Source: an optimization exercise on an open RTL-to-GDS flow (aim: small area and a short achievable clock period). Production flows keep margins and buffers that such runs may drop.
Function was checked by simulation only, so behaviour that the tests miss may differ from the original.
Power figures rest on the tool's default switching activity, not on a simulated workload.

[design/flow/run.sh]
#!/bin/bash
# synth_recipe.tcl (not shown) runs the flow's synth.tcl, then flattens the netlist and writes it again
# the make line also repeats each setting of config.mk as NAME=value (left out here)
make -C /OpenROAD-flow-scripts/flow DESIGN_CONFIG=/design/flow/config.mk WORK_HOME=/design/flow/orfs CLKGATE_MAP_FILE= SYNTH_SCRIPT=/design/flow/synth_recipe.tcl finish
[design/flow/constraint.sdc]
create_clock -name core_clock -period 3.4 [get_ports {clk}]
set_input_delay 0.6800 -clock core_clock [delete_from_list [all_inputs] [get_ports {clk}]]
set_output_delay 0.6800 -clock core_clock [all_outputs]
set_load 0.01 [all_outputs]
[design/flow/config.mk]
export PLATFORM = sky130hd
export DESIGN_NAME = ram
export DESIGN_NICKNAME = ram
export VERILOG_FILES = /design/flow/design.v
export SDC_FILE = /design/flow/constraint.sdc
export NUM_CORES = 4
export LEC_CHECK = 0
export CAP_MARGIN = 20
export CORE_MARGIN = 2
export CORE_UTILIZATION = 40
export SLEW_MARGIN = 20
[design/flow/design.v]
module ram
#(
  parameter addr_size = 8,
  parameter data_size = 8
)
(
  input clk,
  input rst,
  input write_en,
  input [addr_size-1:0]write_adress,
  input [data_size-1:0]data_in,
  input rd_en,
  input [addr_size-1:0]rd_adress,
  output reg [data_size-1:0]data_out
);
  reg[data_size-1:0] ram[255:0];
always@(posedge clk)
  begin
    if(rst)
      ram[write_adress]<= {data_size{1'b0}};
    else
      begin 
        if(write_en)
          ram[write_adress] <= data_in;
        if(rd_en)
          data_out <= ram[rd_adress];
      end
  end
endmodule
==> impl_metrics.yaml <==
global_routing:
  grt_max_degree: 110
  grt_overflow: 0
  antenna_found_initial: 10
  grt_pass1_vias: 40646
  track_usage: 0.199
  grt_pass1_wl_um: 293000
routing:
  first_iter_violations: 4656
  viasPerCell: 5.65
  num_vias: 40599
  drcViolationCount: 0
  dr.pass1.iters: 7
  ant_nets: 0
  wl_per_cell_um: 28.4
  wl_um: 204000
final_layout:
  fillCellCount: 16089
  final_util: 0.475
  layout_commonest_cell: "edfxtp_1"
  ff_latch_area_mm2: 0.0617
  design_area_mm2: 0.0938
  layout-drive-gt1-share: 0.286
  fin_nets: 4405
  final_cell_mix: "edfxtp_1 (2,056), buf_4 (489), mux4_2 (424)"
  multi_input_area_mm2: 0.0166
  syn_to_final_growth_pct: 17.6
sta:
  tns_ns: 0
  fin_crit_ns: 3.02
  fin_skew_ns: 0.0585
  report.final.slew_viol_count: 0
  setup_viol: 0
  max_freq_mhz: 332
  rsz0062_at_grt: "false"
  worst_pin_slew_ns: 0.953
  relSlewSlack: 0.359
  finalHoldViolCount: 0
  min_period_over_period: 0.887
  setup_slack_ns: 0.385
  hold_ws_ns: 0.669
worst_setup_path:
  endpoint_kind: "flip-flop"
  cp.required_ns: 3.95
  r2r_start: "ram[59][6]"
  criticalPathCategory: "input port to flip-flop"
  crit_fanout: 42
  cp.arrival_ns: 3.56
  r2r_setup_slack_ns: 0.50
  critPathLaunchType: "input port"
  rr_endpoint: "data_out[6]"
  rr_worst_depth: 6
clock_tree:
  root_buffer: "clkbuf_16"
  clock_path_buffers: 3
  cts_inserted_buffers: 203
  cts_setup_buffers: 0
  path_clk_slew_ns: 0.06
  post_cts_resized: 0
  clkLatencyLatePin_ns: 0.83
  hold_buffers: 0
  cts_sinks: 2056
  cts_htree_levels: 4
  cts_tree: "yes"
power:
  swShare: 0.213
  internal-power_mw: 41.0
  cellPowerDensity_mw_per_mm2: 556
  p_clk_frac: 0.417
  ir_worst_vdd_mv: 0.400
  leakage_nw: 26.5
  p_seq_frac: 0.535
  power.combinational.fraction: 0.048
  power.net_switching_mw: 11.1
placement:
  place_ws_ns: -0.401
  gp_congestion: 0.870
  dpl.hpwl_um: 131000
  portBuffers: 35
  place_area_mm2: 0.0874
logic_synthesis:
  ys_ff_latch: 2056
  syn_avg_cell_area_um2: 21.0
  ys_seq_area_frac: 0.774
  synth.cell_area_mm2: 0.0797
  yosysWarnings: 1
  synth_nets: 3831
  syn_inst: 3803
  synth.distinct_cells: 49
run:
  max-cap-violations: 0
die:
  core_area_mm2: 0.198
  start_util: 0.403
  chipWidth_um: 450
  row_count: 163
  io_pins: 36
  die_h_um: 450
  die_area_mm2: 0.203
worst_hold_path:
  min_path_cells: 2
  hold_path_class: "input port to flip-flop"
  holdCritStartpoint: "data_in[2]"
  holdPathEnd: "ram[120][2]"
run_status:
  status: "finished clean"
==> how the worst max path moves through the flow <==
stage	startpoint	end	slack, ns
after floorplan	write_en	ram[0][0]	0.11
after global placement	rd_adress[0]	data_out[6]	-0.44
after detailed placement	rd_adress[0]	data_out[6]	-0.40
after CTS	rd_adress[0]	data_out[6]	0.49
after global routing	rd_adress[0]	data_out[6]	0.44
final	rd_adress[0]	data_out[6]	0.38
==> critical path, cell delays in order <==
cell,delay [ns]
buf_8,0.16
buf_12,0.31
mux4_2,0.56
a22o_1,0.27
a221oi_1,0.50
o22ai_1,0.17
nor4_1,0.74
nor4b_1,0.10
==> area by class of cell <==
| class | count | area share |
|---|---|---|
| antenna | 3 | 0.0000800 |
| clock buffer | 257 | 0.0570 |
| clock inverter | 116 | 0.0114 |
| inverter | 4 | 0.000160 |
| multi-input combinational | 1505 | 0.177 |
| sequential | 2056 | 0.658 |
| tap | 2640 | 0.0352 |
| timing repair buffer | 607 | 0.0607 |
==> power by group through the flow <==
stage | logic, mW | clock network (mW) | registers [mW]
CTS | 2.52 | 22.1 | 27.9
detailed placement | 2.52 | 0 | 28.4
floorplan | 1.33 | 0 | 28.4
global placement | 2.50 | 0 | 28.4
global route | 2.63 | 23.1 | 27.9
finish | 2.50 | 21.7 | 27.9
==> metal layers <==
| layer | part of all wire | global-route usage | vias up |
|---|---|---|---|
| met5 | 0.000064 | 0 | - |
| met4 | 0.025 | 0.0521 | 2 |
| met3 | 0.066 | 0.0349 | 302 |
| met2 | 0.49 | 0.327 | 1536 |
| met1 | 0.42 | 0.274 | 21648 |
| li1 | - | - | 17111 |
==> kinds of logic (layout without fill, tap and decap cells) <==
family | count (synthesis) | after routing | share of synthesized area
compound gates | 424 | 424 | 0.0385
buf+inv | 242 | 984 | 0.0184
flops | 2056 | 2056 | 0.774
mux | 600 | 600 | 0.142
other cells | 0 | 3 | 0
simple gates | 481 | 481 | 0.0267
==> synthesized netlist by cell type (all sizes together) <==
| cell | number | share of area |
|---|---|---|
| and3 | 10 | 0.00078 |
| a22o | 24 | 0.0026 |
| mux4 | 425 | 0.12 |
| a21boi | 14 | 0.0013 |
| o211ai | 22 | 0.0021 |
| and2 | 12 | 0.00094 |
| o311ai | 2 | 0.00022 |
| nor4 | 23 | 0.0018 |
| nor2b | 19 | 0.0015 |
| clkbuf | 121 | 0.0057 |
| mux2i | 175 | 0.022 |
| nand4 | 22 | 0.0017 |
| a21o | 8 | 0.00075 |
| nand3 | 24 | 0.0015 |
| a21oi | 48 | 0.0030 |
| nor3 | 15 | 0.00094 |
| inv | 4 | 0.00019 |
| nand2 | 70 | 0.0033 |
| o221ai | 32 | 0.0035 |
| a211oi | 16 | 0.0015 |
| a22oi | 183 | 0.017 |
| o22ai | 15 | 0.0012 |
| a211o | 7 | 0.00077 |
| o221a | 1 | 0.00014 |
| nor3b | 2 | 0.00025 |
| o21ai | 32 | 0.0020 |
| a221oi | 16 | 0.0018 |
| or3b | 2 | 0.00022 |
| edfxtp | 2056 | 0.77 |
| nand4b | 1 | 0.00011 |
| nand2b | 3 | 0.00024 |
| o32ai | 3 | 0.00033 |
| a31oi | 1 | 0.000079 |
| or2 | 2 | 0.00016 |
| or3 | 1 | 0.000079 |
| nor4b | 1 | 0.00011 |
| nor2 | 271 | 0.013 |
| buf | 117 | 0.012 |
| and3b | 3 | 0.00033 |
==> through the flow <==
stage	total power, mW	cells
floorplan	29.8	3803
global placement	30.9	6812
detailed placement	31.0	6812
CTS	52.5	7185
global route	53.6	7185
finish	52.1	7188
==> sequential cells by signal, indices dropped and copies added, names as in the netlist <==
register and flops:
data_out 8, ram 2048

## separate check: timing with driven ports
Ports are ideal in the flow. The routed layout listed here was re-timed in OpenROAD. Step 1 (the two cells are an assumption about what drives the block):
set clk [get_ports {clk}]
set_driving_cell -lib_cell sky130_fd_sc_hd__clkbuf_16 $clk
set_driving_cell -lib_cell sky130_fd_sc_hd__buf_2 [delete_from_list [all_inputs] $clk]
Step 2 also shifts input and output timing later by t, the mid clock arrival at the registers, as if the neighbouring blocks saw the same clock. Three values: no drivers, after step 1, after step 2; two values: the first two.
t, ns: 0.881
setup WS [ns]: 0.385 / 0.412 / -0.469
worst hold slack (ns): 0.669 / 0.612 / 1.201
Met with ideal ports but missed after step 2: setup timing in this run. The setup slack of this run moves by +0.027 ns with the drivers and by -0.854 ns with both steps.
